Background: an optimization exercise with open tools, aiming at a short achievable clock period and few clock cycles. Do not read the settings as production practice.
Function was checked by simulation only, so behaviour that the tests miss may differ from the original.

==> quartz <==
==> flow/design.v <==
`timescale 1ns / 1ps
module rv32i_core (
    input logic clk,
    rst,
    output logic [31:0] imem_addr,
    input logic [31:0] imem_rdata,
    output logic [31:0] dmem_addr,
    input logic [31:0] dmem_rdata,
    output logic [31:0] dmem_wdata,
    output logic [3:0] dmem_wmask
);
    function automatic logic [32:0] padd(input logic [31:0] a, input logic [31:0] b, input logic cin);
        logic [31:0] g, p, G, P, Gn, Pn;
        logic [32:0] r;
        g = a & b;
        p = a ^ b;
        G = g;
        P = p;
        G[0] = g[0] | (p[0] & cin);
        for (int d = 1; d < 32; d = d * 2) begin
            Gn = G;
            Pn = P;
            for (int i = d; i < 32; i++) begin
                Gn[i] = G[i] | (P[i] & G[i-d]);
                Pn[i] = P[i] & P[i-d];
            end
            G = Gn;
            P = Pn;
        end
        r[0] = p[0] ^ cin;
        for (int i = 1; i < 32; i++) r[i] = p[i] ^ G[i-1];
        r[32] = G[31];
        padd = r;
    endfunction
    localparam int NBTB = 4;
    logic [31:0] pc;
    logic [31:0] pc_o;           
    logic [31:0] a_o;            
    logic [NBTB-1:0] bv;
    logic [29:0]     btag [NBTB];
    logic [29:0]     btgt [NBTB];
    logic [1:0]      bptr;
    logic            bi_v;       
    logic [29:0]     bi_tag, bi_tgt;
    logic        xv;             
    logic [31:0] x_pc, x_pc4, x_imm;
    logic [31:0] x_a, x_b;       
    logic [31:0] x_bimm;         
    logic        x_fwdb;         
    logic        x_fwd1, x_fwd2; 
    logic        x_lu;           
    logic [4:0]  x_rdw;          
    logic        x_load, x_store, x_branch, x_jal, x_jalr, x_pred, x_back;
    logic        x_useimm, x_inv, x_sra;
    logic [2:0]  x_f3;
    logic        x_r_add, x_r_slt, x_r_sltu, x_r_xor, x_r_or, x_r_and;
    logic        x_r_sll, x_r_sr, x_r_imm, x_r_pcimm, x_r_pc4;
    logic        mv;
    logic [4:0]  m_rdw;
    logic        m_load;
    logic [2:0]  m_f3;
    logic [31:0] m_res;
    logic [31:0] m_wdata;
    logic [3:0]  m_wmask;
    logic [31:0] rf[1:31];
    logic [31:0] inst;
    assign inst = imem_rdata;
    assign imem_addr = pc_o;
    logic [4:0] opc;
    assign opc = inst[6:2];
    logic f_load, f_store, f_branch, f_jal, f_jalr, f_op, f_opimm, f_lui, f_auipc;
    assign f_load   = (opc == 5'b00000);
    assign f_store  = (opc == 5'b01000);
    assign f_branch = (opc == 5'b11000);
    assign f_jalr   = (opc == 5'b11001);
    assign f_jal    = (opc == 5'b11011);
    assign f_opimm  = (opc == 5'b00100);
    assign f_op     = (opc == 5'b01100);
    assign f_lui    = (opc == 5'b01101);
    assign f_auipc  = (opc == 5'b00101);
    logic [4:0] f_rs1, f_rs2, f_rd;
    assign f_rs1 = inst[19:15];
    assign f_rs2 = inst[24:20];
    assign f_rd  = inst[11:7];
    logic [2:0] f_f3;
    assign f_f3 = inst[14:12];
    logic [31:0] imm_i, imm_s, imm_b, imm_u, imm_j, f_imm;
    assign imm_i = {{21{inst[31]}}, inst[30:20]};
    assign imm_s = {{21{inst[31]}}, inst[30:25], inst[11:7]};
    assign imm_b = {{20{inst[31]}}, inst[7], inst[30:25], inst[11:8], 1'b0};
    assign imm_u = {inst[31:12], 12'b0};
    assign imm_j = {{12{inst[31]}}, inst[19:12], inst[20], inst[30:21], 1'b0};
    always_comb begin
        if (f_store) f_imm = imm_s;
        else if (f_branch) f_imm = imm_b;
        else if (f_lui | f_auipc) f_imm = imm_u;
        else if (f_jal) f_imm = imm_j;
        else f_imm = imm_i;
    end
    logic [NBTB-1:0] bhit;
    logic f_pred;
    logic [29:0] f_btgt;
    always_comb begin
        f_btgt = 30'd0;
        for (int k = 0; k < NBTB; k++) begin
            bhit[k] = bv[k] & (btag[k] == pc[31:2]);
            f_btgt = f_btgt | (btgt[k] & {30{bhit[k]}});
        end
        f_pred = |bhit;
    end
    logic [31:0] f_pc4;
    assign f_pc4 = pc + 32'd4;
    logic f_use1, f_use2;
    assign f_use1 = ~(f_lui | f_auipc | f_jal);
    assign f_use2 = f_op | f_store | f_branch;
    logic f_wr;
    assign f_wr = ~(f_store | f_branch);
    logic f_fwd1, f_fwd2, f_lu;
    logic x_wr_ok;
    assign x_wr_ok = xv & (x_rdw != 5'd0);
    assign f_fwd1 = x_wr_ok & ~x_load & (x_rdw == f_rs1);
    assign f_fwd2 = x_wr_ok & ~x_load & (x_rdw == f_rs2);
    assign f_lu   = x_wr_ok & x_load & ((f_use1 & (x_rdw == f_rs1)) | (f_use2 & (x_rdw == f_rs2)));
    logic f_inv;
    assign f_inv = (f_op & inst[30] & (f_f3 == 3'b000)) | f_branch
                 | ((f_op | f_opimm) & (f_f3[2:1] == 2'b01));
    logic [31:0] wb_v;
    logic [31:0] rd1, rd2, f_a, f_b;
    always_comb begin
        rd1 = 32'd0;
        rd2 = 32'd0;
        for (int i = 1; i < 32; i++) begin
            rd1 = rd1 | (rf[i] & {32{f_rs1 == 5'(i)}});
            rd2 = rd2 | (rf[i] & {32{f_rs2 == 5'(i)}});
        end
    end
    logic m_wr_ok;
    assign m_wr_ok = mv & (m_rdw != 5'd0);
    assign f_a = (m_wr_ok & (m_rdw == f_rs1)) ? wb_v : rd1;
    assign f_b = (m_wr_ok & (m_rdw == f_rs2)) ? wb_v : rd2;
    logic [31:0] opa, rs2v, opb, opbx;
    assign opa  = x_fwd1 ? m_res : x_a;
    assign rs2v = x_fwd2 ? m_res : x_b;
    assign opb  = x_useimm ? x_imm : rs2v;
    assign opbx = x_useimm ? x_bimm : (x_fwdb ? (m_res ^ {32{x_inv}}) : (x_b ^ {32{x_inv}}));
    logic [32:0] add_r;
    logic [31:0] sum;
    assign add_r = padd(opa, opbx, x_inv);
    assign sum = add_r[31:0];
    logic [31:0] sll_r, sr_r;
    assign sll_r = opa << opb[4:0];
    logic signed [32:0] sr_in, sr_out;
    assign sr_in  = {x_sra & opa[31], opa};
    assign sr_out = sr_in >>> opb[4:0];
    assign sr_r   = sr_out[31:0];
    logic [31:0] pc_imm;
    logic [32:0] pc_imm_r;
    assign pc_imm_r = padd(x_pc, x_imm, 1'b0);
    assign pc_imm = pc_imm_r[31:0];
    logic [31:0] x_res;
    assign x_res = ({32{x_r_add}}   & sum)
                 | ({32{x_r_slt}}   & {31'd0, lt_s})
                 | ({32{x_r_sltu}}  & {31'd0, lt_u})
                 | ({32{x_r_xor}}   & (opa ^ opb))
                 | ({32{x_r_or}}    & (opa | opb))
                 | ({32{x_r_and}}   & (opa & opb))
                 | ({32{x_r_sll}}   & sll_r)
                 | ({32{x_r_sr}}    & sr_r)
                 | ({32{x_r_imm}}   & x_imm)
                 | ({32{x_r_pcimm}} & pc_imm)
                 | ({32{x_r_pc4}}   & x_pc4);
    function automatic logic [2:0] cmp(input logic [31:0] a, input logic [31:0] b);
        logic lu;
        lu = (a < b);
        cmp = {a == b, lu, (a[31] ^ b[31]) ? a[31] : lu};
    endfunction
    function automatic logic br_cond(input logic [2:0] f3, input logic [2:0] c);
        case (f3)
            3'b000:  br_cond = c[2];
            3'b001:  br_cond = ~c[2];
            3'b100:  br_cond = c[0];
            3'b101:  br_cond = ~c[0];
            3'b110:  br_cond = c[1];
            3'b111:  br_cond = ~c[1];
            default: br_cond = 1'b0;
        endcase
    endfunction
    logic [2:0] c_ab, c_mb, c_am, c_mm, c_ai, c_mi, c_sel;
    assign c_ab = cmp(x_a, x_b);
    assign c_mb = cmp(m_res, x_b);
    assign c_am = cmp(x_a, m_res);
    assign c_mm = 3'b100;
    assign c_ai = cmp(x_a, x_imm);
    assign c_mi = cmp(m_res, x_imm);
    assign c_sel = x_useimm ? (x_fwd1 ? c_mi : c_ai)
                            : (x_fwd1 ? (x_fwd2 ? c_mm : c_mb) : (x_fwd2 ? c_am : c_ab));
    logic taken, lt_s, lt_u;
    assign lt_u = c_sel[1];
    assign lt_s = c_sel[0];
    logic t_ab, t_mb, t_am, t_mm;
    assign t_ab = br_cond(x_f3, c_ab);
    assign t_mb = br_cond(x_f3, c_mb);
    assign t_am = br_cond(x_f3, c_am);
    assign t_mm = br_cond(x_f3, c_mm);
    assign taken = x_fwd1 ? (x_fwd2 ? t_mm : t_mb) : (x_fwd2 ? t_am : t_ab);
    logic [32:0] jt_a, jt_m;
    assign jt_a = padd(x_a, x_imm, 1'b0);
    assign jt_m = padd(m_res, x_imm, 1'b0);
    logic x_go;           
    assign x_go = xv & ~x_lu;
    logic x_replay;       
    assign x_replay = xv & x_lu;
    logic x_redirect;
    always_comb begin
        x_redirect = 1'b0;
        if (x_jalr) begin
            x_redirect = 1'b1;
        end else if (x_jal) begin
            x_redirect = ~x_pred;
        end else if (x_branch) begin
            x_redirect = taken ^ x_pred;
        end else begin
            x_redirect = x_pred;
        end
        x_redirect = (x_redirect & x_go) | x_replay;
    end
    logic b_ins;
    assign b_ins = x_go & ~x_pred & (x_jal | (x_branch & x_back & taken));
    logic [3:0] st_mask;
    logic [31:0] st_data;
    always_comb begin
        case (x_f3[1:0])
            2'b00: begin
                st_mask = 4'b0001 << sum[1:0];
                st_data = {4{rs2v[7:0]}};
            end
            2'b01: begin
                st_mask = sum[1] ? 4'b1100 : 4'b0011;
                st_data = {2{rs2v[15:0]}};
            end
            default: begin
                st_mask = 4'b1111;
                st_data = rs2v;
            end
        endcase
    end
    assign dmem_addr  = a_o;
    assign dmem_wdata = m_wdata;
    assign dmem_wmask = m_wmask;
    logic [15:0] ld_h;
    logic [7:0]  ld_b;
    logic [31:0] ld_v;
    always_comb begin
        ld_h = m_res[1] ? dmem_rdata[31:16] : dmem_rdata[15:0];
        ld_b = m_res[0] ? ld_h[15:8] : ld_h[7:0];
        case (m_f3)
            3'b000:  ld_v = {{24{ld_b[7]}}, ld_b};
            3'b100:  ld_v = {24'd0, ld_b};
            3'b001:  ld_v = {{16{ld_h[15]}}, ld_h};
            3'b101:  ld_v = {16'd0, ld_h};
            default: ld_v = dmem_rdata;
        endcase
    end
    assign wb_v = m_load ? ld_v : m_res;
    logic [31:0] f_next, pc_other, pc_t1, pc_t0, pc_n;
    logic x_brgo;
    always_comb begin
        if (f_pred) f_next = {f_btgt, 2'b00};
        else f_next = f_pc4;
        if (x_replay) pc_other = x_pc;
        else if (x_go & x_jalr) pc_other = x_fwd1 ? {jt_m[31:1], 1'b0} : {jt_a[31:1], 1'b0};
        else if (x_go & ~x_branch & x_pred & ~x_jal) pc_other = x_pc4;
        else if (x_go & x_jal & ~x_pred) pc_other = pc_imm;
        else pc_other = f_next;
        pc_t1 = x_pred ? f_next : pc_imm;
        pc_t0 = x_pred ? x_pc4 : f_next;
    end
    assign x_brgo = x_go & x_branch;
    assign pc_n = x_brgo ? (taken ? pc_t1 : pc_t0) : pc_other;
    always_ff @(posedge clk or posedge rst) begin
        if (rst) begin
            for (int i = 1; i < 32; i++) rf[i] <= 32'd0;
        end else if (mv) begin
            for (int i = 1; i < 32; i++) if (m_rdw == 5'(i)) rf[i] <= wb_v;
        end
    end
    always_ff @(posedge clk or posedge rst) begin
        if (rst) begin
            pc <= 32'd0;
            xv <= 1'b0;
            mv <= 1'b0;
            bv <= '0;
            bptr <= 2'd0;
            bi_v <= 1'b0;
        end else begin
            pc <= pc_n;
            xv <= ~x_redirect;
            mv <= x_go;
            bi_v <= b_ins;
            if (bi_v) begin
                bv[bptr] <= 1'b1;
                bptr <= bptr + 2'd1;
            end
        end
    end
    always_ff @(posedge clk) begin
        bi_tag <= x_pc[31:2];
        bi_tgt <= pc_imm[31:2];
        if (bi_v) begin
            btag[bptr] <= bi_tag;
            btgt[bptr] <= bi_tgt;
        end
        x_lu <= f_lu;
        x_fwd1 <= f_fwd1;
        x_fwd2 <= f_fwd2;
        x_fwdb <= f_fwd2 & (f_op | f_branch);
        x_a <= f_a;
        x_b <= f_b;
        x_pc <= pc;
        x_pc4 <= f_pc4;
        x_imm <= f_imm;
        x_rdw <= f_wr ? f_rd : 5'd0;
        x_load <= f_load;
        x_store <= f_store;
        x_branch <= f_branch;
        x_jal <= f_jal;
        x_jalr <= f_jalr;
        x_pred <= f_pred;
        x_back <= inst[31];
        x_useimm <= ~(f_op | f_branch);
        x_inv <= f_inv;
        x_bimm <= f_imm ^ {32{f_inv}};
        x_sra <= inst[30];
        x_f3 <= f_f3;
        x_r_add <= ((f_op | f_opimm) & (f_f3 == 3'b000)) | f_load | f_store;
        x_r_slt <= (f_op | f_opimm) & (f_f3 == 3'b010);
        x_r_sltu <= (f_op | f_opimm) & (f_f3 == 3'b011);
        x_r_xor <= (f_op | f_opimm) & (f_f3 == 3'b100);
        x_r_or <= (f_op | f_opimm) & (f_f3 == 3'b110);
        x_r_and <= (f_op | f_opimm) & (f_f3 == 3'b111);
        x_r_sll <= (f_op | f_opimm) & (f_f3 == 3'b001);
        x_r_sr <= (f_op | f_opimm) & (f_f3 == 3'b101);
        x_r_imm <= f_lui;
        x_r_pcimm <= f_auipc;
        x_r_pc4 <= f_jal | f_jalr;
        if (rst) pc_o <= 32'd0;
        else pc_o <= pc_n;
        a_o <= sum;
        m_rdw <= x_rdw;
        m_load <= x_load;
        m_f3 <= x_f3;
        m_res <= x_res;
        m_wdata <= st_data;
        m_wmask <= (x_go & x_store) ? st_mask : 4'd0;
    end
endmodule
==> flow/run.sh <==
#!/bin/bash
# synth_recipe.tcl (not shown) runs the flow's synth.tcl, then flattens the netlist and writes it again
# the make line also repeats each setting of config.mk as NAME=value (left out here)
make -C /OpenROAD-flow-scripts/flow DESIGN_CONFIG=/design/flow/config.mk WORK_HOME=/design/flow/orfs CLKGATE_MAP_FILE= SYNTH_SCRIPT=/design/flow/synth_recipe.tcl finish
==> flow/config.mk <==
export PLATFORM = sky130hd
export DESIGN_NAME = rv32i_core
export DESIGN_NICKNAME = rv32i_core
export VERILOG_FILES = /design/flow/design.v
export SDC_FILE = /design/flow/constraint.sdc
export NUM_CORES = 4
export LEC_CHECK = 0
export CAP_MARGIN = 20
export CORE_MARGIN = 2
export CORE_UTILIZATION = 40
export PLACE_DENSITY = 0.6
export SETUP_SLACK_MARGIN = 5
export SLEW_MARGIN = 20
==> flow/constraint.sdc <==
create_clock -name core_clock -period 13.0 [get_ports {clk}]
set_input_delay 2.6000 -clock core_clock [delete_from_list [all_inputs] [get_ports {clk}]]
set_output_delay 2.6000 -clock core_clock [all_outputs]
set_load 0.01 [all_outputs]
==> inputs of fjord, as changes to quartz <==
--- a/flow/design.v
+++ b/flow/design.v
@@ -32,15 +32,18 @@
         r[32] = G[31];
         padd = r;
     endfunction
-    localparam int NBTB = 4;
+    localparam int NBTB = 8;
     logic [31:0] pc;
     logic [31:0] pc_o;           
     logic [31:0] a_o;            
     logic [NBTB-1:0] bv;
     logic [29:0]     btag [NBTB];
     logic [29:0]     btgt [NBTB];
-    logic [1:0]      bptr;
+    logic [2:0]      bptr;
     logic            bi_v;       
+    logic            bd_v;       
+    logic [NBTB-1:0] bd_sel;
+    logic [NBTB-1:0] x_bhit;     
     logic [29:0]     bi_tag, bi_tgt;
     logic        xv;             
     logic [31:0] x_pc, x_pc4, x_imm;
@@ -170,9 +173,18 @@
                  | ({32{x_r_pcimm}} & pc_imm)
                  | ({32{x_r_pc4}}   & x_pc4);
     function automatic logic [2:0] cmp(input logic [31:0] a, input logic [31:0] b);
+        logic [31:0] l, e;
         logic lu;
-        lu = (a < b);
-        cmp = {a == b, lu, (a[31] ^ b[31]) ? a[31] : lu};
+        l = ~a & b;
+        e = ~(a ^ b);
+        for (int w = 1; w < 32; w = w * 2) begin
+            for (int k = 0; k < 32; k = k + 2 * w) begin
+                l[k] = l[k+w] | (e[k+w] & l[k]);
+                e[k] = e[k+w] & e[k];
+            end
+        end
+        lu = l[0];
+        cmp = {e[0], lu, (a[31] ^ b[31]) ? a[31] : lu};
     endfunction
     function automatic logic br_cond(input logic [2:0] f3, input logic [2:0] c);
         case (f3)
@@ -224,8 +236,9 @@
         end
         x_redirect = (x_redirect & x_go) | x_replay;
     end
-    logic b_ins;
-    assign b_ins = x_go & ~x_pred & (x_jal | (x_branch & x_back & taken));
+    logic b_ins, b_del;
+    assign b_ins = x_go & ~x_pred & (x_jal | (x_branch & taken));
+    assign b_del = x_go & x_pred & x_branch & ~x_back & ~taken;
     logic [3:0] st_mask;
     logic [31:0] st_data;
     always_comb begin
@@ -290,21 +303,26 @@
             xv <= 1'b0;
             mv <= 1'b0;
             bv <= '0;
-            bptr <= 2'd0;
+            bptr <= 3'd0;
             bi_v <= 1'b0;
+            bd_v <= 1'b0;
         end else begin
             pc <= pc_n;
             xv <= ~x_redirect;
             mv <= x_go;
             bi_v <= b_ins;
+            bd_v <= b_del;
+            if (bd_v) bv <= bv & ~bd_sel;
             if (bi_v) begin
                 bv[bptr] <= 1'b1;
-                bptr <= bptr + 2'd1;
+                bptr <= bptr + 3'd1;
             end
         end
     end
     always_ff @(posedge clk) begin
         bi_tag <= x_pc[31:2];
+        bd_sel <= x_bhit;
+        x_bhit <= bhit;
         bi_tgt <= pc_imm[31:2];
         if (bi_v) begin
             btag[bptr] <= bi_tag;
Settings changed: CAP_MARGIN 20 to 30, SLEW_MARGIN 20 to 30.
==> results.sh <==
export IMPL_inverters=255
export IMPL_powerComb_mw=6.38
export IMPL_status="finished clean"
export IMPL_globalRouteMet1Util=0.478
export IMPL_finish_utilization=0.459
export IMPL_fin_cells=13500
# the run above: fjord

==> results.sh <==
export IMPL_status="finished with violations"
export IMPL_so_faults="capacitance limit, slew limit"
export IMPL_maxCapViolCount=1
export IMPL_globalRouteMet1Util=0.471
export IMPL_slew_viol_final=3
# the run above: quartz

Testbench counts of quartz, summed over its fixed seeds: cycles 205,746.
Testbench counts of fjord, summed over its fixed seeds: cycles 200,637.

re-timing with driven ports:
No port has a modelled driver above. Below, the same layouts with a new extraction and two added sets of constraints.
Step 1: set_driving_cell puts a clkbuf_16 on clk and a buf_2 on each other input, an assumption about the parent block.
Step 2 moves the port delays by t, midway between the first and last clock arrival at a register: inputs arrive t later, outputs are due t later. That takes back most of the time a late clock gives input paths.
Three values: no drivers, after step 1, after step 2; two values: the first two.
| run | t, ns | setup WS [ns] | pins driven straight from the clock port |
|---|---|---|---|
| quartz | 0.956 | 6.432 / 6.500 / 5.545 | 1 |
| fjord | 0.984 | 6.583 / 6.652 / 5.669 | 1 |
For fjord, which loses most, drivers alone change the setup slack by +0.069 ns; drivers and shift together by -0.914 ns.
